This design comes from an exercise in tuning for small area and a short achievable clock period on the open sky130 flow, not from production work.
Where RTL was checked, it was by simulation tests only, not by an equivalence proof against the original.
No functional check of the RTL was part of runs 1 and 4.
Power figures rest on the tool's default switching activity, not on a simulated workload.

<file path="flow/design.v">
`timescale 1ns/100ps
module pipelined_divider (input             clock,
                          input             reset,
                          input             input_valid,
                          input       [5:0] input_tag,
                          input      [23:0] divisor,
                          input      [31:0] dividend,
                          output reg        output_valid,
                          output reg  [5:0] output_tag,
                          output reg [31:0] quotient,
                          output reg [31:0] remainder);
    reg        v0;
    reg  [5:0] t0;
    reg [31:0] a0;
    reg [23:0] d0;
    reg        z0;
    reg        n0;
    wire       in_z = (divisor == 24'd0);
    always @(posedge clock) begin
        v0 <= reset ? 1'b0 : input_valid;
        t0 <= input_tag;
        a0 <= dividend ^ {32{dividend[31]}};   
        d0 <= {divisor[23:1], divisor[0] | in_z};
        z0 <= in_z;
        n0 <= dividend[31];
    end
    wire [31:0] x0 = a0;
    wire [1:0] x2 = {x0[31], x0[30]};
    wire [1:0] dl2 = d0[1:0];
    wire hz2 = (d0[23:2] == 22'd0);
    wire [3:0] dl2_3 = {2'd0, dl2} + {1'd0, dl2, 1'b0};
    wire [4:0] s2_1 = {3'd0, x2} - {3'd0, dl2};
    wire [4:0] s2_2 = {3'd0, x2} - {2'd0, dl2, 1'b0};
    wire [4:0] s2_3 = {3'd0, x2} - {1'd0, dl2_3};
    wire c2_1 = hz2 & ~s2_1[4], c2_2 = hz2 & ~s2_2[4], c2_3 = hz2 & ~s2_3[4];
    wire [1:0] r2_c = c2_2 ? (c2_3 ? s2_3[1:0] : s2_2[1:0]) : (c2_1 ? s2_1[1:0] : x2[1:0]);
    wire [3:0] x4 = {r2_c, x0[29], x0[28]};
    wire [3:0] dl4 = d0[3:0];
    wire hz4 = (d0[23:4] == 20'd0);
    wire [5:0] dl4_3 = {2'd0, dl4} + {1'd0, dl4, 1'b0};
    wire [6:0] s4_1 = {3'd0, x4} - {3'd0, dl4};
    wire [6:0] s4_2 = {3'd0, x4} - {2'd0, dl4, 1'b0};
    wire [6:0] s4_3 = {3'd0, x4} - {1'd0, dl4_3};
    wire c4_1 = hz4 & ~s4_1[6], c4_2 = hz4 & ~s4_2[6], c4_3 = hz4 & ~s4_3[6];
    wire [3:0] r4_c = c4_2 ? (c4_3 ? s4_3[3:0] : s4_2[3:0]) : (c4_1 ? s4_1[3:0] : x4[3:0]);
    reg        v1, n1, z1;
    reg  [5:0] t1;
    reg [23:0] d1;
    reg [27:0] a1;
    reg [31:28] q1;
    reg [3:0] r1;
    always @(posedge clock) begin
        v1 <= reset ? 1'b0 : v0;
        t1 <= t0;
        n1 <= n0;
        z1 <= z0;
        d1 <= d0;
        a1 <= x0[27:0];
        q1 <= {c2_2, (c2_2 ? c2_3 : c2_1), c4_2, (c4_2 ? c4_3 : c4_1)};
        r1 <= r4_c;
    end
    wire [5:0] x6 = {r1, a1[27], a1[26]};
    wire [5:0] dl6 = d1[5:0];
    wire hz6 = (d1[23:6] == 18'd0);
    wire [7:0] dl6_3 = {2'd0, dl6} + {1'd0, dl6, 1'b0};
    wire [8:0] s6_1 = {3'd0, x6} - {3'd0, dl6};
    wire [8:0] s6_2 = {3'd0, x6} - {2'd0, dl6, 1'b0};
    wire [8:0] s6_3 = {3'd0, x6} - {1'd0, dl6_3};
    wire c6_1 = hz6 & ~s6_1[8], c6_2 = hz6 & ~s6_2[8], c6_3 = hz6 & ~s6_3[8];
    wire [5:0] r6_c = c6_2 ? (c6_3 ? s6_3[5:0] : s6_2[5:0]) : (c6_1 ? s6_1[5:0] : x6[5:0]);
    reg        v2, n2, z2;
    reg  [5:0] t2;
    reg [23:0] d2;
    reg [25:0] a2;
    reg [31:26] q2;
    reg [5:0] r2;
    always @(posedge clock) begin
        v2 <= reset ? 1'b0 : v1;
        t2 <= t1;
        n2 <= n1;
        z2 <= z1;
        d2 <= d1;
        a2 <= a1[25:0];
        q2 <= {q1, c6_2, (c6_2 ? c6_3 : c6_1)};
        r2 <= r6_c;
    end
    wire [7:0] x8 = {r2, a2[25], a2[24]};
    wire [7:0] dl8 = d2[7:0];
    wire hz8 = (d2[23:8] == 16'd0);
    wire [9:0] dl8_3 = {2'd0, dl8} + {1'd0, dl8, 1'b0};
    wire [10:0] s8_1 = {3'd0, x8} - {3'd0, dl8};
    wire [10:0] s8_2 = {3'd0, x8} - {2'd0, dl8, 1'b0};
    wire [10:0] s8_3 = {3'd0, x8} - {1'd0, dl8_3};
    wire c8_1 = hz8 & ~s8_1[10], c8_2 = hz8 & ~s8_2[10], c8_3 = hz8 & ~s8_3[10];
    wire [7:0] r8_c = c8_2 ? (c8_3 ? s8_3[7:0] : s8_2[7:0]) : (c8_1 ? s8_1[7:0] : x8[7:0]);
    reg        v3, n3, z3;
    reg  [5:0] t3;
    reg [23:0] d3;
    reg [23:0] a3;
    reg [31:24] q3;
    reg [7:0] r3;
    always @(posedge clock) begin
        v3 <= reset ? 1'b0 : v2;
        t3 <= t2;
        n3 <= n2;
        z3 <= z2;
        d3 <= d2;
        a3 <= a2[23:0];
        q3 <= {q2, c8_2, (c8_2 ? c8_3 : c8_1)};
        r3 <= r8_c;
    end
    wire [9:0] x10 = {r3, a3[23], a3[22]};
    wire [9:0] dl10 = d3[9:0];
    wire hz10 = (d3[23:10] == 14'd0);
    wire [11:0] dl10_3 = {2'd0, dl10} + {1'd0, dl10, 1'b0};
    wire [12:0] s10_1 = {3'd0, x10} - {3'd0, dl10};
    wire [12:0] s10_2 = {3'd0, x10} - {2'd0, dl10, 1'b0};
    wire [12:0] s10_3 = {3'd0, x10} - {1'd0, dl10_3};
    wire c10_1 = hz10 & ~s10_1[12], c10_2 = hz10 & ~s10_2[12], c10_3 = hz10 & ~s10_3[12];
    wire [9:0] r10_c = c10_2 ? (c10_3 ? s10_3[9:0] : s10_2[9:0]) : (c10_1 ? s10_1[9:0] : x10[9:0]);
    reg        v4, n4, z4;
    reg  [5:0] t4;
    reg [23:0] d4;
    reg [21:0] a4;
    reg [31:22] q4;
    reg [9:0] r4;
    always @(posedge clock) begin
        v4 <= reset ? 1'b0 : v3;
        t4 <= t3;
        n4 <= n3;
        z4 <= z3;
        d4 <= d3;
        a4 <= a3[21:0];
        q4 <= {q3, c10_2, (c10_2 ? c10_3 : c10_1)};
        r4 <= r10_c;
    end
    wire [11:0] x12 = {r4, a4[21], a4[20]};
    wire [11:0] dl12 = d4[11:0];
    wire hz12 = (d4[23:12] == 12'd0);
    wire [13:0] dl12_3 = {2'd0, dl12} + {1'd0, dl12, 1'b0};
    wire [14:0] s12_1 = {3'd0, x12} - {3'd0, dl12};
    wire [14:0] s12_2 = {3'd0, x12} - {2'd0, dl12, 1'b0};
    wire [14:0] s12_3 = {3'd0, x12} - {1'd0, dl12_3};
    wire c12_1 = hz12 & ~s12_1[14], c12_2 = hz12 & ~s12_2[14], c12_3 = hz12 & ~s12_3[14];
    wire [11:0] r12_c = c12_2 ? (c12_3 ? s12_3[11:0] : s12_2[11:0]) : (c12_1 ? s12_1[11:0] : x12[11:0]);
    reg        v5, n5, z5;
    reg  [5:0] t5;
    reg [23:0] d5;
    reg [19:0] a5;
    reg [31:20] q5;
    reg [11:0] r5;
    always @(posedge clock) begin
        v5 <= reset ? 1'b0 : v4;
        t5 <= t4;
        n5 <= n4;
        z5 <= z4;
        d5 <= d4;
        a5 <= a4[19:0];
        q5 <= {q4, c12_2, (c12_2 ? c12_3 : c12_1)};
        r5 <= r12_c;
    end
    wire [13:0] x14 = {r5, a5[19], a5[18]};
    wire [13:0] dl14 = d5[13:0];
    wire hz14 = (d5[23:14] == 10'd0);
    wire [15:0] dl14_3 = {2'd0, dl14} + {1'd0, dl14, 1'b0};
    wire [16:0] s14_1 = {3'd0, x14} - {3'd0, dl14};
    wire [16:0] s14_2 = {3'd0, x14} - {2'd0, dl14, 1'b0};
    wire [16:0] s14_3 = {3'd0, x14} - {1'd0, dl14_3};
    wire c14_1 = hz14 & ~s14_1[16], c14_2 = hz14 & ~s14_2[16], c14_3 = hz14 & ~s14_3[16];
    wire [13:0] r14_c = c14_2 ? (c14_3 ? s14_3[13:0] : s14_2[13:0]) : (c14_1 ? s14_1[13:0] : x14[13:0]);
    reg        v6, n6, z6;
    reg  [5:0] t6;
    reg [23:0] d6;
    reg [25:0] d3_6;
    reg [17:0] a6;
    reg [31:18] q6;
    reg [13:0] r6;
    always @(posedge clock) begin
        v6 <= reset ? 1'b0 : v5;
        t6 <= t5;
        n6 <= n5;
        z6 <= z5;
        d6 <= d5;
        d3_6 <= {2'd0, d5} + {1'd0, d5, 1'b0};
        a6 <= a5[17:0];
        q6 <= {q5, c14_2, (c14_2 ? c14_3 : c14_1)};
        r6 <= r14_c;
    end
    wire [15:0] x16 = {r6, a6[17], a6[16]};
    wire [26:0] s16_1 = {11'd0, x16} - {3'd0, d6};
    wire [26:0] s16_2 = {11'd0, x16} - {2'd0, d6, 1'b0};
    wire [26:0] s16_3 = {11'd0, x16} - {1'd0, d3_6};
    wire c16_1 = ~s16_1[26], c16_2 = ~s16_2[26], c16_3 = ~s16_3[26];
    wire [15:0] r16_c = c16_2 ? (c16_3 ? s16_3[15:0] : s16_2[15:0]) : (c16_1 ? s16_1[15:0] : x16[15:0]);
    reg        v7, n7, z7;
    reg  [5:0] t7;
    reg [23:0] d7;
    reg [25:0] d3_7;
    reg [15:0] a7;
    reg [31:16] q7;
    reg [15:0] r7;
    always @(posedge clock) begin
        v7 <= reset ? 1'b0 : v6;
        t7 <= t6;
        n7 <= n6;
        z7 <= z6;
        d7 <= d6;
        d3_7 <= d3_6;
        a7 <= a6[15:0];
        q7 <= {q6, c16_2, (c16_2 ? c16_3 : c16_1)};
        r7 <= r16_c;
    end
    wire [17:0] x18 = {r7, a7[15], a7[14]};
    wire [26:0] s18_1 = {9'd0, x18} - {3'd0, d7};
    wire [26:0] s18_2 = {9'd0, x18} - {2'd0, d7, 1'b0};
    wire [26:0] s18_3 = {9'd0, x18} - {1'd0, d3_7};
    wire c18_1 = ~s18_1[26], c18_2 = ~s18_2[26], c18_3 = ~s18_3[26];
    wire [17:0] r18_c = c18_2 ? (c18_3 ? s18_3[17:0] : s18_2[17:0]) : (c18_1 ? s18_1[17:0] : x18[17:0]);
    reg        v8, n8, z8;
    reg  [5:0] t8;
    reg [23:0] d8;
    reg [25:0] d3_8;
    reg [13:0] a8;
    reg [31:14] q8;
    reg [17:0] r8;
    always @(posedge clock) begin
        v8 <= reset ? 1'b0 : v7;
        t8 <= t7;
        n8 <= n7;
        z8 <= z7;
        d8 <= d7;
        d3_8 <= d3_7;
        a8 <= a7[13:0];
        q8 <= {q7, c18_2, (c18_2 ? c18_3 : c18_1)};
        r8 <= r18_c;
    end
    wire [19:0] x20 = {r8, a8[13], a8[12]};
    wire [26:0] s20_1 = {7'd0, x20} - {3'd0, d8};
    wire [26:0] s20_2 = {7'd0, x20} - {2'd0, d8, 1'b0};
    wire [26:0] s20_3 = {7'd0, x20} - {1'd0, d3_8};
    wire c20_1 = ~s20_1[26], c20_2 = ~s20_2[26], c20_3 = ~s20_3[26];
    wire [19:0] r20_c = c20_2 ? (c20_3 ? s20_3[19:0] : s20_2[19:0]) : (c20_1 ? s20_1[19:0] : x20[19:0]);
    reg        v9, n9, z9;
    reg  [5:0] t9;
    reg [23:0] d9;
    reg [25:0] d3_9;
    reg [11:0] a9;
    reg [31:12] q9;
    reg [19:0] r9;
    always @(posedge clock) begin
        v9 <= reset ? 1'b0 : v8;
        t9 <= t8;
        n9 <= n8;
        z9 <= z8;
        d9 <= d8;
        d3_9 <= d3_8;
        a9 <= a8[11:0];
        q9 <= {q8, c20_2, (c20_2 ? c20_3 : c20_1)};
        r9 <= r20_c;
    end
    wire [21:0] x22 = {r9, a9[11], a9[10]};
    wire [26:0] s22_1 = {5'd0, x22} - {3'd0, d9};
    wire [26:0] s22_2 = {5'd0, x22} - {2'd0, d9, 1'b0};
    wire [26:0] s22_3 = {5'd0, x22} - {1'd0, d3_9};
    wire c22_1 = ~s22_1[26], c22_2 = ~s22_2[26], c22_3 = ~s22_3[26];
    wire [21:0] r22_c = c22_2 ? (c22_3 ? s22_3[21:0] : s22_2[21:0]) : (c22_1 ? s22_1[21:0] : x22[21:0]);
    reg        v10, n10, z10;
    reg  [5:0] t10;
    reg [23:0] d10;
    reg [25:0] d3_10;
    reg [9:0] a10;
    reg [31:10] q10;
    reg [21:0] r10;
    always @(posedge clock) begin
        v10 <= reset ? 1'b0 : v9;
        t10 <= t9;
        n10 <= n9;
        z10 <= z9;
        d10 <= d9;
        d3_10 <= d3_9;
        a10 <= a9[9:0];
        q10 <= {q9, c22_2, (c22_2 ? c22_3 : c22_1)};
        r10 <= r22_c;
    end
    wire [23:0] x24 = {r10, a10[9], a10[8]};
    wire [26:0] s24_1 = {3'd0, x24} - {3'd0, d10};
    wire [26:0] s24_2 = {3'd0, x24} - {2'd0, d10, 1'b0};
    wire [26:0] s24_3 = {3'd0, x24} - {1'd0, d3_10};
    wire c24_1 = ~s24_1[26], c24_2 = ~s24_2[26], c24_3 = ~s24_3[26];
    wire [23:0] r24_c = c24_2 ? (c24_3 ? s24_3[23:0] : s24_2[23:0]) : (c24_1 ? s24_1[23:0] : x24[23:0]);
    reg        v11, n11, z11;
    reg  [5:0] t11;
    reg [23:0] d11;
    reg [25:0] d3_11;
    reg [7:0] a11;
    reg [31:8] q11;
    reg [23:0] r11;
    always @(posedge clock) begin
        v11 <= reset ? 1'b0 : v10;
        t11 <= t10;
        n11 <= n10;
        z11 <= z10;
        d11 <= d10;
        d3_11 <= d3_10;
        a11 <= a10[7:0];
        q11 <= {q10, c24_2, (c24_2 ? c24_3 : c24_1)};
        r11 <= r24_c;
    end
    wire [25:0] x26 = {r11, a11[7], a11[6]};
    wire [26:0] s26_1 = {1'd0, x26} - {3'd0, d11};
    wire [26:0] s26_2 = {1'd0, x26} - {2'd0, d11, 1'b0};
    wire [26:0] s26_3 = {1'd0, x26} - {1'd0, d3_11};
    wire c26_1 = ~s26_1[26], c26_2 = ~s26_2[26], c26_3 = ~s26_3[26];
    wire [23:0] r26_c = c26_2 ? (c26_3 ? s26_3[23:0] : s26_2[23:0]) : (c26_1 ? s26_1[23:0] : x26[23:0]);
    reg        v12, n12, z12;
    reg  [5:0] t12;
    reg [23:0] d12;
    reg [25:0] d3_12;
    reg [5:0] a12;
    reg [31:6] q12;
    reg [23:0] r12;
    always @(posedge clock) begin
        v12 <= reset ? 1'b0 : v11;
        t12 <= t11;
        n12 <= n11;
        z12 <= z11;
        d12 <= d11;
        d3_12 <= d3_11;
        a12 <= a11[5:0];
        q12 <= {q11, c26_2, (c26_2 ? c26_3 : c26_1)};
        r12 <= r26_c;
    end
    wire [25:0] x28 = {r12, a12[5], a12[4]};
    wire [26:0] s28_1 = {1'd0, x28} - {3'd0, d12};
    wire [26:0] s28_2 = {1'd0, x28} - {2'd0, d12, 1'b0};
    wire [26:0] s28_3 = {1'd0, x28} - {1'd0, d3_12};
    wire c28_1 = ~s28_1[26], c28_2 = ~s28_2[26], c28_3 = ~s28_3[26];
    wire [23:0] r28_c = c28_2 ? (c28_3 ? s28_3[23:0] : s28_2[23:0]) : (c28_1 ? s28_1[23:0] : x28[23:0]);
    reg        v13, n13, z13;
    reg  [5:0] t13;
    reg [23:0] d13;
    reg [25:0] d3_13;
    reg [3:0] a13;
    reg [31:4] q13;
    reg [23:0] r13;
    always @(posedge clock) begin
        v13 <= reset ? 1'b0 : v12;
        t13 <= t12;
        n13 <= n12;
        z13 <= z12;
        d13 <= d12;
        d3_13 <= d3_12;
        a13 <= a12[3:0];
        q13 <= {q12, c28_2, (c28_2 ? c28_3 : c28_1)};
        r13 <= r28_c;
    end
    wire [25:0] x30 = {r13, a13[3], a13[2]};
    wire [26:0] s30_1 = {1'd0, x30} - {3'd0, d13};
    wire [26:0] s30_2 = {1'd0, x30} - {2'd0, d13, 1'b0};
    wire [26:0] s30_3 = {1'd0, x30} - {1'd0, d3_13};
    wire c30_1 = ~s30_1[26], c30_2 = ~s30_2[26], c30_3 = ~s30_3[26];
    wire [23:0] r30_c = c30_2 ? (c30_3 ? s30_3[23:0] : s30_2[23:0]) : (c30_1 ? s30_1[23:0] : x30[23:0]);
    reg        v14, n14, z14;
    reg  [5:0] t14;
    reg [23:0] d14;
    reg [25:0] d3_14;
    reg [1:0] a14;
    reg [31:2] q14;
    reg [23:0] r14;
    always @(posedge clock) begin
        v14 <= reset ? 1'b0 : v13;
        t14 <= t13;
        n14 <= n13;
        z14 <= z13;
        d14 <= d13;
        d3_14 <= d3_13;
        a14 <= a13[1:0];
        q14 <= {q13, c30_2, (c30_2 ? c30_3 : c30_1)};
        r14 <= r30_c;
    end
    wire [25:0] x32 = {r14, a14[1], a14[0]};
    wire [26:0] s32_1 = {1'd0, x32} - {3'd0, d14};
    wire [26:0] s32_2 = {1'd0, x32} - {2'd0, d14, 1'b0};
    wire [26:0] s32_3 = {1'd0, x32} - {1'd0, d3_14};
    wire c32_1 = ~s32_1[26], c32_2 = ~s32_2[26], c32_3 = ~s32_3[26];
    wire [23:0] r32_c = c32_2 ? (c32_3 ? s32_3[23:0] : s32_2[23:0]) : (c32_1 ? s32_1[23:0] : x32[23:0]);
    wire [31:0] qf = {q14, c32_2, (c32_2 ? c32_3 : c32_1)};
    wire [23:0] rf = r32_c;
    reg        v15, n15, z15;
    reg  [5:0] t15;
    reg [31:0] q15;
    reg [23:0] r15;
    reg [23:0] d15;
    always @(posedge clock) begin
        d15 <= d14;
        v15 <= reset ? 1'b0 : v14;
        t15 <= t14;
        n15 <= n14;
        z15 <= z14;
        q15 <= qf;
        r15 <= rf;
    end
    wire        ex = ({1'b0, r15} + 25'd1) == {1'b0, d15};
    wire [31:0] qn = -q15;
    wire [31:0] qs = n15 ? (ex ? ~q15 : qn) : q15;
    wire [31:0] rs = n15 ? (ex ? 32'd0 : ~{8'd0, r15}) : {8'd0, r15};
    wire [31:0] qa = q15 ^ {32{n15}};   
    always @(posedge clock) begin
        output_valid <= reset ? 1'b0 : v15;
        output_tag <= t15;
        quotient <= z15 ? {{31{~n15}}, 1'b1} : qs;
        remainder <= z15 ? qa : rs;
    end
endmodule
</file>
<file path="flow/flow/run.sh">
#!/bin/bash
set -euo pipefail
here=$(cd "$(dirname "$0")" && pwd)
source "$here/vars.sh"
bash standard.sh > flow.log 2>&1
</file>
<file path="flow/flow/vars.sh">
# ORFS variables for this flow (see run.sh)
# No full-adder cell mapping in synthesis: ABC maps the adders itself.
export ADDER_MAP_FILE=
# Port buffers: a plain buffer rather than the default pick (a delay cell).
export BUFFER_PORTS_ARGS="-buffer_cell sky130_fd_sc_hd__buf_2"
</file>
<file path="flow/standard.sh">
#!/bin/bash
# synth_recipe.tcl (not shown) runs the flow's synth.tcl, then flattens the netlist and writes it again
# the make line also repeats each setting of config.mk as NAME=value (left out here)
make -C /OpenROAD-flow-scripts/flow DESIGN_CONFIG=/design/flow/config.mk WORK_HOME=/design/flow/orfs CLKGATE_MAP_FILE= SYNTH_SCRIPT=/design/flow/synth_recipe.tcl "${@:-finish}"
</file>
<file path="flow/config.mk">
export PLATFORM = sky130hd
export DESIGN_NAME = pipelined_divider
export DESIGN_NICKNAME = pipelined_divider
export VERILOG_FILES = /design/flow/design.v
export SDC_FILE = /design/flow/constraint.sdc
export NUM_CORES = 4
export LEC_CHECK = 0
export ABC_AREA = 1
export ABC_CLOCK_PERIOD_IN_PS = 3000
export CAP_MARGIN = 20
export CORE_MARGIN = 2
export CORE_UTILIZATION = 40
export CTS_CLUSTER_DIAMETER = 80
export CTS_CLUSTER_SIZE = 30
export SETUP_SLACK_MARGIN = 4.25
export SLEW_MARGIN = 20
</file>
<file path="flow/constraint.sdc">
create_clock -name core_clock -period 7.0 [get_ports {clock}]
set_input_delay 1.4000 -clock core_clock [delete_from_list [all_inputs] [get_ports {clock}]]
set_output_delay 1.4000 -clock core_clock [all_outputs]
set_load 0.01 [all_outputs]
</file>
==> summary.txt, run 1 <==
Setup path
  – Type of element launching the critical path: register
  – Register-to-register path setup slack: 4.17 ns
  – Required time at the endpoint of the critical path: 7.74 ns
  – Arr. time, crit path: 3.57 ns
  – Critical Path Sink Type: register
  – WS Path Type: reg2reg
  – Maximum net fanout on the critical path: 6

Cells and area
  – Count of non-filler cells in the finished layout: 16800
  – Signed area change from the synthesized netlist to the final layout: 13.3%
  – Fill cells: 22700
  – Share of layout cells above drive strength 1: 8.56%
  – Leading cell types in the layout, fill and taps excluded: sky130_fd_sc_hd__nand2_1, sky130_fd_sc_hd__nor2_1, sky130_fd_sc_hd__inv_1
  – Final nets: 13900
  – Most common cell after layout, fill and taps aside: sky130_fd_sc_hd__nand2_1

Routing
  – Total wire length: 319000 um
  – Average detailed-routed wire length per instance: 19.0 um
  – # DRC: 0
  – Number of violations reported at the end of detailed-routing iteration 0: 9228
  – Average via count per standard cell: 5.20
  – Antenna viol nets, final: 0
  – Routed vias: 87300
  – Number of detailed-routing iterations run before antenna repair: 6

STA
  – Final hold violation count: 0
  – Setup skew after layout: 0.0772 ns
  – Share of the clock period used by the worst path: 40.4%
  – Tightest Pin Transition: 1.01 ns
  – Period minus WS final: 2.83 ns
  – Highest Clock Rate: 0.354 GHz
  – RSZ-0062 raised after global routing: yes
  – Remaining max-slew budget at the tightest pin: 32.9%
  – Final setup violation count: 0
  – Pins Over Slew Limit: 0
  – Summed negative setup slack over all endpoints: 0 ns

Floorplan
  – Number of top-level pins: 136
  – Initial Util: 40.2%
  – Die footprint: 0.219 mm2
  – Die extent in x: 468 um
  – Chip height: 468 um
  – Core outline area: 0.214 mm2
  – Standard-cell row count: 170

Synthesis
  – Sequential area share after synthesis: 36.9%
  – Count of unique library cells instantiated by Yosys: 61
  – Avg Inst Size Synth: 6.31 um2
  – Warnings, synthesis: 1
  – Cells taking the most area after synthesis: sky130_fd_sc_hd__dfxtp_1, sky130_fd_sc_hd__nand2_1, sky130_fd_sc_hd__nor2_1
  – Number of synthesized flops with an enable pin: 0
  – Yosys top cell by area: sky130_fd_sc_hd__dfxtp_1
  – Area share of the leading cell type in the synthesized netlist: 36.9%
  – Cell area after synthesis: 0.0861 mm2
  – Fraction of registers with async set/reset: 0%
  – Main synth FF type: sky130_fd_sc_hd__dfxtp_1
  – Number of instances in the synthesized netlist: 13600
  – Register bit total from synthesis: 1585

Global routing
  – Antenna violations before repair: 16
  – Maximum number of pins on one net before global-route repair: 96
  – Via count of the first global-routing pass: 79100
  – First-pass GRT wire length: 473000 um
  – Global Route Usage Sum: 28.0%
  – Total congestion overflow: 0

Place
  – Final RePlAce weighted congestion: 1.05
  – Detailed Place HPWL: 259000 um
  – Number of placed cells counting well taps: 16500
  – Number of buffers inserted by port buffering: 135

Power and ir drop
  – Leakage component of the power: 0.0481 uW
  – PD cells: 393 mW/mm2
  – VDD IR max: 0.000296 V

Clock tree
  – Number of sinks handled by clock tree synthesis: 1585
  – Maximum level of the CTS H-tree: 3
  – Latest clock arrival within the worst-skew pair: 0.84 ns
  – Hold buffer count at CTS: 0
  – CTS tree: yes
  – Maximum number of buffers from clock root to sink: 3
  – Cts bufs inserted: 108
  – Post-CTS clock slew at the launch and capture registers of the worst setup and hold paths: 0.10 ns
  – Clock tree root driver cell: sky130_fd_sc_hd__clkbuf_16

Outcome
  – Outcome: complete, no violations

Job
  – Reported max-cap violation count: 0

Worst hold path
  – Class of the tightest hold or removal check: reg2reg
-- path summary, 6_finish.rpt --
check,cells past startpoint,from,to
setup reg to reg,11,d5[10],d3_6[23]
hold / removal,0,a1[15],a2[15]
hold reg to reg,0,a1[15],a2[15]
setup / recovery,11,d5[10],d3_6[23]
-- cells by family (layout without fill, tap and decap cells) --
logic type | count (synthesis) | in the layout | share of synthesized area, %
buffers and inverters | 2069 | 2357 | 9.26
other | 1 | 10 | 0.00436
XOR/XNOR | 494 | 494 | 5.03
AO/OA/AOI/OAI | 1949 | 1949 | 12.8
flip-flops | 1585 | 1585 | 36.9
AND/OR/NAND/NOR | 7543 | 7558 | 36.0
-- per-layer routing --
layer	GRT usage [%]	share of wire, %	wire length, um	up-vias
met2	43.0	43	136000	3271
met3	4.89	8.3	26400	552
met1	38.7	45	143000	39700
met5	0	0.0041	13	-
li1	-	-	-	43800
met4	11.0	4.2	13600	2
-- worst max-delay path, stage by stage, from the launching register on --
cell                      delay (ns)
sky130_fd_sc_hd__dfxtp_2        0.43
sky130_fd_sc_hd__inv_1          0.10
sky130_fd_sc_hd__nand2_1        0.14
sky130_fd_sc_hd__nand2_1        0.15
sky130_fd_sc_hd__nor2_1         0.30
sky130_fd_sc_hd__nand2_1        0.18
sky130_fd_sc_hd__nor4_1         0.67
sky130_fd_sc_hd__nand3_1        0.21
sky130_fd_sc_hd__nand3_1        0.21
sky130_fd_sc_hd__nand3_1        0.09
sky130_fd_sc_hd__nand3_1        0.11
sky130_fd_sc_hd__xor2_1         0.16
-- power breakdown --
group | total [uW] | internal, uW | switching [uW]
combinational | 18600 | 5870 | 12800
sequential | 12000 | 10300 | 1690
clock | 7640 | 3470 | 4170
-- per-stage QoR --
step                      hold slack, ns  cell area [um2]  utilization [%]  power (uW)  setup WS, ns
after global placement             0.310            89700             41.9       29000          3.38
after global routing               0.289            97500             45.5       40800          4.15
final                              0.276            97600             45.5       38300          4.17
after detailed placement           0.312            89700             41.9       28800          3.38
after CTS                          0.296            95600             44.6       37200          4.15
after floorplan                    0.310            86100                -       23400          4.77
-- flip-flops by register name, indices dropped and copies added, names as in the netlist, 26 cells and up --
signal     flops
d3_7          26
quotient      32
a1            28
d3_14         26
a2            26
q12           26
q14           30
d3_8          26
remainder     32
d3_6          26
d3_11         26
d3_13         26
d3_9          26
q13           28
d3_10         26
q15           32
a0            31
d3_12         26
-- synth_stat cells, types with 6 or more instances --
cell and instances:
sky130_fd_sc_hd__nand2_1 3757, sky130_fd_sc_hd__nor2_1 2231, sky130_fd_sc_hd__inv_1 1848, sky130_fd_sc_hd__dfxtp_1 1585
sky130_fd_sc_hd__nand3_1 957, sky130_fd_sc_hd__a21oi_1 710, sky130_fd_sc_hd__o21ai_0 642, sky130_fd_sc_hd__xor2_1 345
sky130_fd_sc_hd__o211ai_1 210, sky130_fd_sc_hd__nand4_1 168, sky130_fd_sc_hd__xnor2_1 149, sky130_fd_sc_hd__nor3_1 146
sky130_fd_sc_hd__buf_2 101, sky130_fd_sc_hd__o21bai_1 91, sky130_fd_sc_hd__or2_2 83, sky130_fd_sc_hd__o21ai_1 75
sky130_fd_sc_hd__a21boi_0 60, sky130_fd_sc_hd__nor4_1 60, sky130_fd_sc_hd__nand3b_1 50, sky130_fd_sc_hd__a31oi_1 49
sky130_fd_sc_hd__inv_2 48, sky130_fd_sc_hd__clkbuf_1 44, sky130_fd_sc_hd__o21a_1 40, sky130_fd_sc_hd__nand2_2 18
sky130_fd_sc_hd__a21o_1 16, sky130_fd_sc_hd__and3_1 14, sky130_fd_sc_hd__and2_1 13, sky130_fd_sc_hd__buf_4 10
sky130_fd_sc_hd__nand3_2 9, sky130_fd_sc_hd__nor2_4 9, sky130_fd_sc_hd__nor2_2 8, sky130_fd_sc_hd__a211oi_1 7
sky130_fd_sc_hd__buf_1 7, sky130_fd_sc_hd__o21ai_2 7, sky130_fd_sc_hd__nor3b_1 6, sky130_fd_sc_hd__o31ai_1 6
-- cell type report --
class,instances,area [um2],area share [%]
clock buffer,114,2790,2.86
timing repair inverter,3,22.5,0.0231
antenna,9,22.5,0.0231
inverter,1899,7260,7.44
timing repair buffer,260,2250,2.30
sequential,1585,32100,32.9
multi-input combinational,10000,48000,49.2
clock inverter,81,1640,1.69
tap,2838,3550,3.64
-- repair_timing --
| action | in CTS | in global routing |
|---|---|---|
| gates resized for setup | 311 | 503 |
| endpoints found under the setup margin | 344 | 348 |
| gates cloned | 14 | 5 |
| pin swaps | 21 | 47 |
| buffers inserted | 42 | 55 |
==> run 2: changes to the inputs <==
--- a/flow/design.v
+++ b/flow/design.v
@@ -390,9 +390,9 @@
     reg  [5:0] t15;
     reg [31:0] q15;
     reg [23:0] r15;
-    reg [23:0] d15;
+    reg [23:0] dm15;   
     always @(posedge clock) begin
-        d15 <= d14;
+        dm15 <= d14 - 24'd1;
         v15 <= reset ? 1'b0 : v14;
         t15 <= t14;
         n15 <= n14;
@@ -400,7 +400,7 @@
         q15 <= qf;
         r15 <= rf;
     end
-    wire        ex = ({1'b0, r15} + 25'd1) == {1'b0, d15};
+    wire        ex = (r15 == dm15);
     wire [31:0] qn = -q15;
     wire [31:0] qs = n15 ? (ex ? ~q15 : qn) : q15;
     wire [31:0] rs = n15 ? (ex ? 32'd0 : ~{8'd0, r15}) : {8'd0, r15};
==> summary.txt, run 2 <==
Setup path
  – Cell Chain, Critical Path: buf_6
  – Required time at the endpoint of the critical path: 5.60 ns (-2.14 ns)
  – Type of element launching the critical path: register
  – Arr. time, crit path: 1.44 ns (-2.13 ns)
  – Cell at the slowest stage of the critical path: sky130_fd_sc_hd__dfxtp_4
  – Highest cell delay on the worst timing path: 0.47 ns (-0.20 ns)
  – Maximum net fanout on the critical path: 1 (-5)
  – Number of buffers and inverters on the critical path: 1 (unchanged)
  – WS Path Type: reg2out
  – CP delay by family, top: flip-flops
  – Critical Path Sink Type: primary output

Routing
  – Antenna viol nets, final: 0 (unchanged)
  – # DRC: 0 (unchanged)
  – Average detailed-routed wire length per instance: 19.0 um (-0.15%)
  – Number of violations reported at the end of detailed-routing iteration 0: 8664 (-6.1%)
  – Total wire length: 317000 um (-0.61%)
  – Average via count per standard cell: 5.19 (-0.19%)
  – Routed vias: 86700 (-0.65%)
  – Number of detailed-routing iterations run before antenna repair: 7 (+1)

Synthesis
  – Number of instances in the synthesized netlist: 13600 (-0.35%)
  – Leading post-synthesis cells by instance count: sky130_fd_sc_hd__nand2_1, sky130_fd_sc_hd__nor2_1, sky130_fd_sc_hd__inv_1, sky130_fd_sc_hd__dfxtp_1, sky130_fd_sc_hd__nand3_1
  – Cell with the most instances after synthesis: sky130_fd_sc_hd__nand2_1
  – Main synth FF type: sky130_fd_sc_hd__dfxtp_1
  – Sequential area share after synthesis: 36.8% (-0.081 points)
  – Number of synthesized flops with an enable pin: 0 (unchanged)
  – Cell area after synthesis: 0.0863 mm2 (+0.22%)
  – Cells taking the most area after synthesis: sky130_fd_sc_hd__dfxtp_1, sky130_fd_sc_hd__nand2_1, sky130_fd_sc_hd__nor2_1
  – Count of unique library cells instantiated by Yosys: 68 (+11%)
  – Avg Inst Size Synth: 6.35 um2 (+0.57%)
  – Area share of the leading cell type in the synthesized netlist: 36.8% (-0.081 points)
  – Warnings, synthesis: 1 (unchanged)
  – Yosys top cell by area: sky130_fd_sc_hd__dfxtp_1
  – Fraction of registers with async set/reset: 0% (unchanged)
  – Register bit total from synthesis: 1585 (unchanged)

STA
  – Tightest Pin Transition: 1.05 ns (+0.0475 ns)
  – Highest Clock Rate: 0.352 GHz (-0.35%)
  – Pins Over Slew Limit: 0 (unchanged)
  – Share of the clock period used by the worst path: 40.5% (+0.14 points)
  – Period minus WS final: 2.84 ns (+0.0101 ns)
  – Setup skew after layout: 0.0664 ns (-0.0107 ns)
  – Final hold violation count: 0 (unchanged)
  – Final setup violation count: 0 (unchanged)
  – Remaining max-slew budget at the tightest pin: 29.1% (-3.8 points)
  – RSZ-0062 raised after global routing: yes
  – Summed negative setup slack over all endpoints: 0 ns (unchanged)
  – Hold Slack: 0.288 ns (+0.0125 ns)

Global routing
  – First-pass GRT wire length: 468000 um (-1.2%)
  – Via count of the first global-routing pass: 78500 (-0.72%)
  – Maximum number of pins on one net before global-route repair: 92 (-4.2%)
  – Total congestion overflow: 0 (unchanged)
  – Global Route Usage Sum: 27.6% (-0.37 points)
  – Antenna violations before repair: 22 (+6)

Clock tree
  – Post-CTS clock slew at the launch and capture registers of the worst setup and hold paths: 0.10 ns (about the same)
  – Maximum level of the CTS H-tree: 3 (unchanged)
  – CTS tree: yes
  – Number of sinks handled by clock tree synthesis: 1585 (unchanged)
  – Cts bufs inserted: 105 (-2.8%)
  – Maximum number of buffers from clock root to sink: 3 (unchanged)
  – Clock tree root driver cell: sky130_fd_sc_hd__clkbuf_16
  – Latest clock arrival within the worst-skew pair: 0.85 ns (about the same)
  – Hold buffer count at CTS: 0 (unchanged)

Power and ir drop
  – PD cells: 391 mW/mm2 (-0.40%)
  – Leakage component of the power: 0.0482 uW (about the same)
  – Switching power share of the total: 48.9% (+0.24 points)
  – VDD IR max: 0.000241 V (-19%)
  – Proportion of power drawn by combinational gates: 49.2% (+0.5 points)
  – Net switching component of the power: 18500 uW (-0.67%)
  – Clock share of power: 19.2% (-0.7 points)
  – Internal power consumption: 19400 uW (-1.6%)
  – Total power: 37900 uW (-1.2%)
  – Sequential fraction of design power: 31.6% (+0.2 points)

Cells and area
  – Final nets: 13900 (-0.51%)
  – Signed area change from the synthesized netlist to the final layout: 12.2%
  – Regs by FF count: q15: 32 flops, quotient: 32 flops, remainder: 32 flops
  – Most common cell after layout, fill and taps aside: sky130_fd_sc_hd__nand2_1
  – Final cell utilization of the core: 45.2% (-0.39 points)
  – Leading cell types in the layout, fill and taps excluded: sky130_fd_sc_hd__nand2_1, sky130_fd_sc_hd__nor2_1, sky130_fd_sc_hd__inv_1
  – Share of layout cells above drive strength 1: 7.82% (-0.74 points)

Job
  – Reported max-cap violation count: 0 (unchanged)

Floorplan
  – Number of top-level pins: 136 (unchanged)
  – Standard-cell row count: 170 (unchanged)
  – Core outline area: 0.214 mm2 (about the same)
  – Die footprint: 0.219 mm2 (+0.22%)
  – Chip height: 468 um (+0.11%)
  – Die extent in x: 468 um (+0.11%)
  – Initial Util: 40.2% (+0.048 points)

Place
  – Final RePlAce weighted congestion: 1.03 (-2.4%)
  – Number of buffers inserted by port buffering: 135 (unchanged)
  – Detailed Place HPWL: 258000 um (-0.38%)

Outcome
  – Outcome: complete, no violations

Worst hold path
  – Class of the tightest hold or removal check: reg2reg
run 2: final timing paths:
kind	from	to	slack, ns	cells past startpoint
worst max-delay path	remainder[11]	remainder[11]	4.16	1
worst min-delay path	q5[20]	q6[20]	0.29	0
worst min register to register	q5[20]	q6[20]	0.29	0
worst max register to register	d13[15]	r14[14]	4.30	12
run 2: area by class of cell:
class                   instances  area (um2)
clock buffers                 107        2640
diodes                         10        25.0
repair buffers                237        2070
multi-input cells           10000       48000
well taps                    2838        3550
flip-flops and latches       1585       32100
inverters                    1811        6900
clock inverters                77        1550
fillers                     22900      118000
repair inverters                6        42.5
run 2: metrics by stage:
| stage | std cells | setup slack, ns | cell area (um2) |
|---|---|---|---|
| global placement | 16400 | 3.68 | 89800 |
| finish | 16700 | 4.16 | 96800 |
| floorplan | 13600 | 4.77 | 86300 |
| CTS | 16600 | 4.08 | 95100 |
| detailed placement | 16400 | 3.65 | 89800 |
| global route | 16700 | 4.14 | 96800 |
run 2: cell families (layout without fill, tap and decap cells):
group                     count (synthesis)  in the layout  share of synthesized area [%]
and+or+nand+nor                        7553           7564                           35.9
AOI/OAI and AO/OA                      1932           1933                           12.8
xor gates and xnor gates                544            544                           5.52
DFF                                    1585           1585                           36.8
other                                     1             11                        0.00435
buffers and inverters                  1978           2238                           8.96
run 2: timing repair:
item                       CTS  global route
pin swaps                    7            34
cloned                       7            15
setup buffers               21            49
gates resized for setup    272           409
hold endpoints to repair     0             0
setup endpoints to repair  329           331
run 2: metal layers:
layer,wire (um),GRT usage (%),vias to the layer above
met4,12600,10.3,4
li1,-,-,43700
met1,144000,38.6,39300
met2,136000,42.9,3252
met5,31,0,-
met3,24600,4.11,467
run 2: worst reg2reg max path, delay by kind of cell, from the launching register on:
kind | cells | cell delay (ns)
buffers and inverters | 3 | 0.46
AND/OR/NAND/NOR | 5 | 0.68
AO/OA/AOI/OAI | 4 | 0.98
flip-flops | 1 | 0.52
run 2: power groups by stage:
| stage | combinational [uW] | clock [uW] | sequential, uW |
|---|---|---|---|
| 2_1_floorplan | 12400 | 0 | 11200 |
| 3_3_place_gp | 17100 | 0 | 12100 |
| 3_5_place_dp | 17000 | 0 | 12100 |
| 4_1_cts | 17500 | 7500 | 11900 |
| 5_1_grt | 20500 | 7820 | 12100 |
| 6_report | 18600 | 7290 | 12000 |
==> run 3: changes to the inputs <==
--- a/flow/config.mk
+++ b/flow/config.mk
@@ -12,5 +12,6 @@
 export CORE_UTILIZATION = 40
 export CTS_CLUSTER_DIAMETER = 80
 export CTS_CLUSTER_SIZE = 30
-export SETUP_SLACK_MARGIN = 4.25
+export SETUP_SLACK_MARGIN = 4.35
 export SLEW_MARGIN = 20
+export TNS_END_PERCENT = 20
==> summary.txt, run 3 <==
Outcome
  – Outcome: complete, no violations

Floorplan
  – Chip height: 468 um (unchanged)
  – Core outline area: 0.214 mm2 (unchanged)
  – Standard-cell row count: 170 (unchanged)
  – Initial Util: 40.2% (unchanged)
  – Number of top-level pins: 136 (unchanged)
  – Die extent in x: 468 um (unchanged)
  – Die footprint: 0.219 mm2 (unchanged)

STA
  – Summed negative setup slack over all endpoints: 0 ns (unchanged)
  – Share of the clock period used by the worst path: 40.5% (-0.072 points)
  – Final setup violation count: 0 (unchanged)
  – Period minus WS final: 2.83 ns (-0.00501 ns)
  – Pins Over Slew Limit: 0 (unchanged)
  – Final hold violation count: 0 (unchanged)
  – Setup skew after layout: 0.0716 ns (+0.00520 ns)
  – Tightest Pin Transition: 1.07 ns (+0.0196 ns)
  – Highest Clock Rate: 0.353 GHz (+0.18%)
  – Remaining max-slew budget at the tightest pin: 27.8% (-1.3 points)
  – RSZ-0062 raised after global routing: yes
  – Worst setup slack after layout: 4.17 ns (+0.00501 ns)

Power and ir drop
  – Net switching component of the power: 18500 uW (-0.27%)
  – PD cells: 391 mW/mm2 (about the same)
  – Sequential fraction of design power: 31.7% (about the same)
  – Proportion of power drawn by combinational gates: 49.0% (-0.2 points)
  – Internal power consumption: 19200 uW (-0.63%)
  – Switching power share of the total: 49.0% (+0.089 points)
  – Clock share of power: 19.3% (about the same)
  – VDD IR max: 0.000241 V (+0.22%)
  – Leakage component of the power: 0.0480 uW (-0.34%)

Worst hold path
  – Class of the tightest hold or removal check: reg2reg
  – Hold Crit Depth: 0 (unchanged)
  – Start point of the worst min-delay path: q5[20]
  – Endpoint with the worst hold slack: q6[20]

Place
  – Number of buffers inserted by port buffering: 135 (unchanged)
  – Detailed Place HPWL: 258000 um (unchanged)
  – Minimum setup slack after placement: 3.65 ns (unchanged)
  – Final RePlAce weighted congestion: 1.03 (unchanged)

Synthesis
  – Number of instances in the synthesized netlist: 13600 (unchanged)
  – Yosys top cell by area: sky130_fd_sc_hd__dfxtp_1
  – Cells taking the most area after synthesis: sky130_fd_sc_hd__dfxtp_1, sky130_fd_sc_hd__nand2_1, sky130_fd_sc_hd__nor2_1
  – Area share of the leading cell type in the synthesized netlist: 36.8% (unchanged)
  – Avg Inst Size Synth: 6.35 um2 (unchanged)
  – Cell with the most instances after synthesis: sky130_fd_sc_hd__nand2_1
  – Count of unique library cells instantiated by Yosys: 68 (unchanged)
  – Sequential area share after synthesis: 36.8% (unchanged)
  – Fraction of registers with async set/reset: 0% (unchanged)
  – Leading post-synthesis cells by instance count: sky130_fd_sc_hd__nand2_1, sky130_fd_sc_hd__nor2_1, sky130_fd_sc_hd__inv_1, sky130_fd_sc_hd__dfxtp_1, sky130_fd_sc_hd__nand3_1
  – Cell area after synthesis: 0.0863 mm2 (unchanged)
  – Main synth FF type: sky130_fd_sc_hd__dfxtp_1
  – Register bit total from synthesis: 1585 (unchanged)
  – Number of synthesized flops with an enable pin: 0 (unchanged)
  – Warnings, synthesis: 1 (unchanged)

Setup path
  – Cell at the slowest stage of the critical path: sky130_fd_sc_hd__dfxtp_4
  – Maximum net fanout on the critical path: 1 (unchanged)
  – Cell Chain, Critical Path: buf_6
  – Arr. time, crit path: 1.43 ns (about the same)
  – CP delay by family, top: flip-flops
  – Type of element launching the critical path: register
  – Endpoint of the worst-slack reg-to-reg timing path: remainder[7]
  – WS Path Type: reg2out
  – Required time at the endpoint of the critical path: 5.60 ns (about the same)
  – Highest cell delay on the worst timing path: 0.46 ns (about the same)
  – Number of buffers and inverters on the critical path: 1 (unchanged)
  – Register-to-register path setup slack: 4.19 ns (-0.11 ns)
  – Critical Path Sink Type: primary output
  – Number of cell instances on the worst register-to-register path: 9 (-3)
  – RR Startpoint: r15[2]

Clock tree
  – Maximum level of the CTS H-tree: 3 (unchanged)
  – Post-CTS clock slew at the launch and capture registers of the worst setup and hold paths: 0.10 ns (about the same)
  – Cts bufs inserted: 105 (unchanged)
  – Clock tree root driver cell: sky130_fd_sc_hd__clkbuf_16
  – Maximum number of buffers from clock root to sink: 3 (unchanged)
  – Hold buffer count at CTS: 0 (unchanged)
  – Latest clock arrival within the worst-skew pair: 0.85 ns (about the same)
  – CTS tree: yes
  – Number of sinks handled by clock tree synthesis: 1585 (unchanged)

Cells and area
  – Fill cells: 22900 (+0.14%)
  – Share of layout cells above drive strength 1: 7.38% (-0.44 points)
  – Final nets: 13800 (-0.12%)
  – Signed area change from the synthesized netlist to the final layout: 11.7%
  – Leading cell types in the layout, fill and taps excluded: sky130_fd_sc_hd__nand2_1, sky130_fd_sc_hd__nor2_1, sky130_fd_sc_hd__inv_1
  – Final cell utilization of the core: 45.0% (-0.19 points)
  – Most common cell after layout, fill and taps aside: sky130_fd_sc_hd__nand2_1
  – Regs by FF count: q15: 32 flops, quotient: 32 flops, remainder: 32 flops

Routing
  – Average via count per standard cell: 5.20 (+0.11%)
  – Total wire length: 317000 um (-0.22%)
  – Average detailed-routed wire length per instance: 19.0 um (-0.15%)
  – Routed vias: 86800 (+0.042%)
  – # DRC: 0 (unchanged)
  – Number of detailed-routing iterations run before antenna repair: 7 (unchanged)
  – Antenna viol nets, final: 0 (unchanged)
  – Number of violations reported at the end of detailed-routing iteration 0: 8570 (-1.1%)

Global routing
  – Met3 Track Usage GR: 4.01% (-0.097 points)
  – Via count of the first global-routing pass: 78600 (+0.073%)
  – Layer with the highest usage: met2
  – First-pass GRT wire length: 468000 um (+0.11%)
  – Total congestion overflow: 0 (unchanged)
  – Maximum number of pins on one net before global-route repair: 92 (unchanged)
  – Global-route met1 utilization: 38.7% (+0.060 points)
  – GR Util met2: 42.9% (+0.069 points)
  – Global Route Usage Sum: 27.7% (+0.042 points)
  – Antenna violations before repair: 25 (+14%)

Job
  – Reported max-cap violation count: 0 (unchanged)
run 3: cell counts after synthesis:
No cell type changed its count.
run 3: metrics by stage:
step / power [uW] / area (um2) / hold slack [ns] / instances
finish: 37700 / 96400 / 0.294 / 16700
global route: 40200 / 96400 / 0.289 / 16700
CTS: 36900 / 94800 / 0.285 / 16600
detailed placement: 29000 / 89800 / 0.312 / 16400
global placement: 29100 / 89800 / 0.310 / 16400
floorplan: 23500 / 86300 / 0.310 / 13600
run 3: power groups by stage:
| stage | clock [uW] | sequential, uW | combinational, uW |
|---|---|---|---|
| finish | 7280 | 11900 | 18500 |
| CTS | 7500 | 11900 | 17500 |
| global placement | 0 | 12100 | 17100 |
| floorplan | 0 | 11200 | 12400 |
| global route | 7820 | 12000 | 20300 |
| detailed placement | 0 | 12100 | 17000 |
run 3: logic make-up after synthesis:
| family | Yosys count | share of synthesized area [%] |
|---|---|---|
| other cells | 1 | 0.00435 |
| simple gates | 7553 | 35.9 |
| xor+xnor | 544 | 5.52 |
| compound gates | 1932 | 12.8 |
| flops | 1585 | 36.8 |
| buf+inv | 1978 | 8.96 |
run 3: cell type report:
| class | instances | area, um2 | area share (%) |
|---|---|---|---|
| multi-input combinational | 10000 | 48000 | 49.8 |
| sequential | 1585 | 32000 | 33.2 |
| inverter | 1811 | 6910 | 7.16 |
| tap | 2838 | 3550 | 3.68 |
| clock buffer | 107 | 2640 | 2.73 |
| timing repair buffer | 219 | 1650 | 1.71 |
| clock inverter | 77 | 1550 | 1.60 |
| timing repair inverter | 6 | 42.5 | 0.0441 |
| antenna | 15 | 37.5 | 0.0389 |
run 3: how the worst max path moves through the flow:
stage                  startpoint             to  slack [ns]  cells past startpoint
floorplan            dividend[31]          a0[0]        4.77                      3
finish              remainder[14]  remainder[14]        4.17                      1
detailed placement         r10[3]         r11[8]        3.65                     13
global placement           d10[3]         r11[1]        3.68                     17
global route        remainder[11]  remainder[11]        4.14                      1
CTS                 remainder[14]  remainder[14]        4.08                      1
run 3: layer usage:
layer	share of wire, %	routed length, um
met1	45	143000
met2	43	135000
met3	7.9	25100
met4	4.0	12700
met5	0.0079	25
run 3: what timing repair did:
item	in CTS	in global routing
buffers inserted	18	36
resized for setup	190	399
pin swaps	8	26
gates cloned	10	11
hold endpoints to repair	0	0
endpoints found under the setup margin	351	389
==> run 4: changes to the inputs <==
--- a/flow/design.v
+++ b/flow/design.v
@@ -9,21 +9,13 @@
                           output reg  [5:0] output_tag,
                           output reg [31:0] quotient,
                           output reg [31:0] remainder);
-    reg        v0;
-    reg  [5:0] t0;
-    reg [31:0] a0;
-    reg [23:0] d0;
-    reg        z0;
-    reg        n0;
     wire       in_z = (divisor == 24'd0);
-    always @(posedge clock) begin
-        v0 <= reset ? 1'b0 : input_valid;
-        t0 <= input_tag;
-        a0 <= dividend ^ {32{dividend[31]}};   
-        d0 <= {divisor[23:1], divisor[0] | in_z};
-        z0 <= in_z;
-        n0 <= dividend[31];
-    end
+    wire       v0 = input_valid;
+    wire [5:0] t0 = input_tag;
+    wire [31:0] a0 = dividend ^ {32{dividend[31]}};   
+    wire [23:0] d0 = {divisor[23:1], divisor[0] | in_z};
+    wire       z0 = in_z;
+    wire       n0 = dividend[31];
     wire [31:0] x0 = a0;
     wire [1:0] x2 = {x0[31], x0[30]};
     wire [1:0] dl2 = d0[1:0];
@@ -34,32 +26,32 @@
     wire [4:0] s2_3 = {3'd0, x2} - {1'd0, dl2_3};
     wire c2_1 = hz2 & ~s2_1[4], c2_2 = hz2 & ~s2_2[4], c2_3 = hz2 & ~s2_3[4];
     wire [1:0] r2_c = c2_2 ? (c2_3 ? s2_3[1:0] : s2_2[1:0]) : (c2_1 ? s2_1[1:0] : x2[1:0]);
-    wire [3:0] x4 = {r2_c, x0[29], x0[28]};
-    wire [3:0] dl4 = d0[3:0];
-    wire hz4 = (d0[23:4] == 20'd0);
-    wire [5:0] dl4_3 = {2'd0, dl4} + {1'd0, dl4, 1'b0};
-    wire [6:0] s4_1 = {3'd0, x4} - {3'd0, dl4};
-    wire [6:0] s4_2 = {3'd0, x4} - {2'd0, dl4, 1'b0};
-    wire [6:0] s4_3 = {3'd0, x4} - {1'd0, dl4_3};
-    wire c4_1 = hz4 & ~s4_1[6], c4_2 = hz4 & ~s4_2[6], c4_3 = hz4 & ~s4_3[6];
-    wire [3:0] r4_c = c4_2 ? (c4_3 ? s4_3[3:0] : s4_2[3:0]) : (c4_1 ? s4_1[3:0] : x4[3:0]);
     reg        v1, n1, z1;
     reg  [5:0] t1;
     reg [23:0] d1;
-    reg [27:0] a1;
-    reg [31:28] q1;
-    reg [3:0] r1;
+    reg [29:0] a1;
+    reg [31:30] q1;
+    reg [1:0] r1;
     always @(posedge clock) begin
         v1 <= reset ? 1'b0 : v0;
         t1 <= t0;
         n1 <= n0;
         z1 <= z0;
         d1 <= d0;
-        a1 <= x0[27:0];
-        q1 <= {c2_2, (c2_2 ? c2_3 : c2_1), c4_2, (c4_2 ? c4_3 : c4_1)};
-        r1 <= r4_c;
-    end
-    wire [5:0] x6 = {r1, a1[27], a1[26]};
+        a1 <= x0[29:0];
+        q1 <= {c2_2, (c2_2 ? c2_3 : c2_1)};
+        r1 <= r2_c;
+    end
+    wire [3:0] x4 = {r1, a1[29], a1[28]};
+    wire [3:0] dl4 = d1[3:0];
+    wire hz4 = (d1[23:4] == 20'd0);
+    wire [5:0] dl4_3 = {2'd0, dl4} + {1'd0, dl4, 1'b0};
+    wire [6:0] s4_1 = {3'd0, x4} - {3'd0, dl4};
+    wire [6:0] s4_2 = {3'd0, x4} - {2'd0, dl4, 1'b0};
+    wire [6:0] s4_3 = {3'd0, x4} - {1'd0, dl4_3};
+    wire c4_1 = hz4 & ~s4_1[6], c4_2 = hz4 & ~s4_2[6], c4_3 = hz4 & ~s4_3[6];
+    wire [3:0] r4_c = c4_2 ? (c4_3 ? s4_3[3:0] : s4_2[3:0]) : (c4_1 ? s4_1[3:0] : x4[3:0]);
+    wire [5:0] x6 = {r4_c, a1[27], a1[26]};
     wire [5:0] dl6 = d1[5:0];
     wire hz6 = (d1[23:6] == 18'd0);
     wire [7:0] dl6_3 = {2'd0, dl6} + {1'd0, dl6, 1'b0};
@@ -81,7 +73,7 @@
         z2 <= z1;
         d2 <= d1;
         a2 <= a1[25:0];
-        q2 <= {q1, c6_2, (c6_2 ? c6_3 : c6_1)};
+        q2 <= {q1, c4_2, (c4_2 ? c4_3 : c4_1), c6_2, (c6_2 ? c6_3 : c6_1)};
         r2 <= r6_c;
     end
     wire [7:0] x8 = {r2, a2[25], a2[24]};
@@ -390,9 +382,9 @@
     reg  [5:0] t15;
     reg [31:0] q15;
     reg [23:0] r15;
-    reg [23:0] dm15;   
+    reg [23:0] d15;
     always @(posedge clock) begin
-        dm15 <= d14 - 24'd1;
+        d15 <= d14;
         v15 <= reset ? 1'b0 : v14;
         t15 <= t14;
         n15 <= n14;
@@ -400,7 +392,7 @@
         q15 <= qf;
         r15 <= rf;
     end
-    wire        ex = (r15 == dm15);
+    wire        ex = ({1'b0, r15} + 25'd1) == {1'b0, d15};
     wire [31:0] qn = -q15;
     wire [31:0] qs = n15 ? (ex ? ~q15 : qn) : q15;
     wire [31:0] rs = n15 ? (ex ? 32'd0 : ~{8'd0, r15}) : {8'd0, r15};
--- a/flow/config.mk
+++ b/flow/config.mk
@@ -10,8 +10,5 @@
 export CAP_MARGIN = 20
 export CORE_MARGIN = 2
 export CORE_UTILIZATION = 40
-export CTS_CLUSTER_DIAMETER = 80
-export CTS_CLUSTER_SIZE = 30
-export SETUP_SLACK_MARGIN = 4.35
+export SETUP_SLACK_MARGIN = 4.2
 export SLEW_MARGIN = 20
-export TNS_END_PERCENT = 20
==> summary.txt, run 4 <==
STA
  – RSZ-0062 raised after global routing: yes
  – Tightest Pin Transition: 1.02 ns (-0.0577 ns)
  – Pins Over Slew Limit: 0 (unchanged)
  – Final hold violation count: 0 (unchanged)
  – Final setup violation count: 0 (unchanged)
  – Setup skew after layout: 0.0549 ns (-0.0167 ns)
  – Summed negative setup slack over all endpoints: 0 ns (unchanged)
  – Highest Clock Rate: 0.346 GHz (-1.9%)
  – Share of the clock period used by the worst path: 41.3% (+0.78 points)
  – Remaining max-slew budget at the tightest pin: 32.3% (+4.5 points)
  – Period minus WS final: 2.89 ns (+0.0548 ns)

Clock tree
  – CTS tree: yes
  – Clock tree root driver cell: sky130_fd_sc_hd__clkbuf_16
  – Cts bufs inserted: 166 (+58%)
  – Number of sinks handled by clock tree synthesis: 1519 (-4.2%)
  – Post-CTS clock slew at the launch and capture registers of the worst setup and hold paths: 0.06 ns (-0.04 ns)
  – Latest clock arrival within the worst-skew pair: 0.82 ns (-0.03 ns)
  – Maximum level of the CTS H-tree: 4 (+1)
  – Maximum number of buffers from clock root to sink: 3 (unchanged)

Synthesis
  – Count of unique library cells instantiated by Yosys: 78 (+15%)
  – Main synth FF type: sky130_fd_sc_hd__dfxtp_1
  – Sequential area share after synthesis: 39.3% (+2.5 points)
  – Cell area after synthesis: 0.0775 mm2 (-10%)
  – Leading post-synthesis cells by instance count: sky130_fd_sc_hd__nor2_1, sky130_fd_sc_hd__nand2_1, sky130_fd_sc_hd__inv_1, sky130_fd_sc_hd__dfxtp_1, sky130_fd_sc_hd__a21oi_1
  – Yosys top cell by area: sky130_fd_sc_hd__dfxtp_1
  – Cells taking the most area after synthesis: sky130_fd_sc_hd__dfxtp_1, sky130_fd_sc_hd__nor2_1, sky130_fd_sc_hd__nand2_1
  – Number of instances in the synthesized netlist: 11600 (-14%)
  – Area share of the leading cell type in the synthesized netlist: 39.3% (+2.5 points)
  – Avg Inst Size Synth: 6.66 um2 (+4.9%)
  – Number of synthesized flops with an enable pin: 0 (unchanged)
  – Register bit total from synthesis: 1519 (-4.2%)
  – Fraction of registers with async set/reset: 0% (unchanged)
  – Warnings, synthesis: 1 (unchanged)
  – Cell with the most instances after synthesis: sky130_fd_sc_hd__nor2_1

Floorplan
  – Standard-cell row count: 161 (-5.3%)
  – Die footprint: 0.197 mm2 (-10%)
  – Die extent in x: 444 um (-5.2%)
  – Core outline area: 0.192 mm2 (-10%)
  – Initial Util: 40.3% (about the same)
  – Number of top-level pins: 136 (unchanged)
  – Chip height: 444 um (-5.2%)

Cells and area
  – Final cell utilization of the core: 49.9% (+4.9 points)
  – Share of layout cells above drive strength 1: 18.9% (+11 points)
  – Final nets: 12200 (-12%)
  – Most common cell after layout, fill and taps aside: sky130_fd_sc_hd__nor2_1
  – Regs by FF count: q15: 32 flops, quotient: 32 flops, remainder: 32 flops
  – Signed area change from the synthesized netlist to the final layout: 23.9%
  – Count of non-filler cells in the finished layout: 14800 (-11%)
  – Leading cell types in the layout, fill and taps excluded: sky130_fd_sc_hd__nor2_1, sky130_fd_sc_hd__nand2_1, sky130_fd_sc_hd__inv_1

Place
  – Detailed Place HPWL: 206000 um (-20%)
  – Final RePlAce weighted congestion: 1.00 (-2.4%)
  – Number of buffers inserted by port buffering: 135 (unchanged)
  – Number of placed cells counting well taps: 14200 (-14%)

Setup path
  – Most used cell, CP: sky130_fd_sc_hd__nand2_1
  – Cell Chain, Critical Path: nand4_4 > nor2_4 > nand3_2 > nor2_4 > nand3_2 > or3_1 > xor2_1 > nor2_2 > nand2_2 > nor2_4 > buf_12 > nand3_4 > buf_6 > nand2_1 > o21ai_1 > nand2_1 > o21ai_1 > nand2_1 > nand2_1
  – Cell at the slowest stage of the critical path: sky130_fd_sc_hd__dfxtp_4
  – Arr. time, crit path: 3.56 ns (+2.13 ns)
  – Worst setup startpoint: r15[2]
  – RR Startpoint: r15[2]
  – WS Path Type: reg2reg
  – Maximum net fanout on the critical path: 5 (+4)
  – Number of buffers and inverters on the critical path: 2 (+1)
  – Critical Path Sink Type: register
  – Required time at the endpoint of the critical path: 7.67 ns (+2.07 ns)
  – Type of element launching the critical path: register
  – Highest cell delay on the worst timing path: 0.38 ns (-0.08 ns)
  – CP delay by family, top: simple AND/OR/NAND/NOR gates

Global routing
  – Antenna violations before repair: 7 (-72%)
  – Global Route Usage Sum: 25.9% (-1.8 points)
  – Via count of the first global-routing pass: 71600 (-9.0%)
  – First-pass GRT wire length: 403000 um (-14%)
  – Total congestion overflow: 0 (unchanged)
  – Maximum number of pins on one net before global-route repair: 104 (+13%)

Power and ir drop
  – VDD IR max: 0.000254 V (+5.2%)
  – Leakage component of the power: 0.0453 uW (-5.7%)
  – PD cells: 404 mW/mm2 (+3.4%)

Worst hold path
  – Start point of the worst min-delay path: a4[1]
  – Class of the tightest hold or removal check: reg2reg

Routing
  – Routed vias: 76800 (-11%)
  – # DRC: 0 (unchanged)
  – Antenna viol nets, final: 0 (unchanged)
  – Average via count per standard cell: 5.18 (-0.34%)
  – Number of violations reported at the end of detailed-routing iteration 0: 5822 (-32%)
  – Number of detailed-routing iterations run before antenna repair: 5 (-2)
  – Total wire length: 272000 um (-14%)
  – Average detailed-routed wire length per instance: 18.3 um (-3.4%)

Job
  – Reported max-cap violation count: 0 (unchanged)

Outcome
  – Outcome: complete, no violations
run 4: cell count changes after synthesis, sizes merged, moves of 52 or more:
| cell | before | now |
|---|---|---|
| a21oi | 688 | 798 |
| o211ai | 185 | 131 |
| dfxtp | 1585 | 1519 |
| xor2 | 362 | 465 |
| nand4 | 212 | 84 |
| nand2 | 4065 | 2187 |
| or2 | 64 | 116 |
| clkbuf | 40 | 100 |
| nand3 | 964 | 545 |
| xnor2 | 182 | 120 |
| nor2 | 1992 | 2303 |
run 4: worst reg2reg max path, delay by kind of cell (launching register included):
family          cells  cell delay [ns]
compound gates      2             0.14
flops               1             0.38
simple gates       14             1.75
xor+xnor            1             0.17
buf+inv             2             0.34
run 4: logic make-up after synthesis:
| logic type | after synthesis | share of synthesized area (%) |
|---|---|---|
| compound gates | 2081 | 15.3 |
| xor+xnor | 585 | 6.62 |
| buf+inv | 1957 | 9.76 |
| flops | 1519 | 39.3 |
| mux | 3 | 0.0388 |
| other cells | 1 | 0.00484 |
| simple gates | 5483 | 29.0 |
run 4: area by class of cell:
cell class	instances	area [um2]
Timing Repair inverter	7	56.3
Inverter	1779	6950
Sequential cell	1519	30900
Fill cell	19200	96400
Clock inverter	89	1250
Timing Repair Buffer	521	4560
Clock buffer	217	4630
Multi-Input combinational cell	8165	44400
Tap cell	2526	3160
Antenna cell	8	20.0
run 4: routing by layer:
| layer | up-vias | part of all wire [%] | GRT usage [%] |
|---|---|---|---|
| li1 | 38200 | - | - |
| met1 | 35700 | 42 | 32.5 |
| met2 | 2323 | 47 | 44.0 |
| met3 | 584 | 5.3 | 3.12 |
| met4 | 0 | 5.6 | 12.7 |
| met5 | - | 0 | 0 |
run 4: worst paths after layout:
kind / end / slack, ns / cells past startpoint
max: quotient[9] / 4.11 / 19
min: a5[1] / 0.31 / 0
max reg2reg: quotient[9] / 4.11 / 19
min reg2reg: a5[1] / 0.31 / 0
run 4: what timing repair did:
item / CTS / global route
hold buffers: 0 / 0
buffers inserted: 137 / 187
gates resized for setup: 660 / 1289
pin swaps: 93 / 261
setup endpoints to repair: 336 / 327
cloned: 22 / 18
run 4: power breakdown:
part           internal [uW]  total (uW)  leakage (uW)  switching [uW]
clock                   5400        9210       0.00285            3800
combinational           6360       18000        0.0297           11600
sequential              9980       11600        0.0128            1620
total                  21700       38800        0.0453           17100
run 4: metrics by stage:
stage / hold slack, ns / worst slack (ns) / total power, uW / cell area, um2
global route: 0.315 / 3.92 / 41200 / 95900
CTS: 0.309 / 4.08 / 36800 / 90300
global placement: 0.310 / 2.39 / 26100 / 80700
floorplan: 0.310 / 4.59 / 21400 / 77500
detailed placement: 0.312 / 2.38 / 26100 / 80700
finish: 0.309 / 4.11 / 38800 / 96000

re-timing with driven ports:
The results above use ideal ports. As a check the final layouts listed here were re-extracted and re-timed, cells and wires unchanged. Step 1 (the two cells are an assumption about what drives the block):
set clk [get_ports {clock}]
set_driving_cell -lib_cell sky130_fd_sc_hd__clkbuf_16 $clk
set_driving_cell -lib_cell sky130_fd_sc_hd__buf_2 [delete_from_list [all_inputs] $clk]
Step 2 adds t to the input delays and takes it off the output delays; t is the mean of the earliest and latest rising clock arrival at the registers after step 1. Input paths then give back, and output paths get back, about the clock's delay inside the block. Slacks: ideal ports / drivers / drivers and shift; pairs: ideal ports / drivers.
run	t, ns	setup WS [ns]	worst setup path after step 2
run 1	0.891	4.172 / 4.125 / 3.881	input to register
run 2	0.891	4.162 / 4.072 / 4.300	register to register
run 3	0.895	4.167 / 4.077 / 4.193	register to register
run 4	0.884	4.112 / 4.112 / 4.098	input to register
After both steps every run listed still meets setup and hold. The setup slack of run 1, which loses most, moves by -0.047 ns with the drivers and by -0.291 ns with both steps.
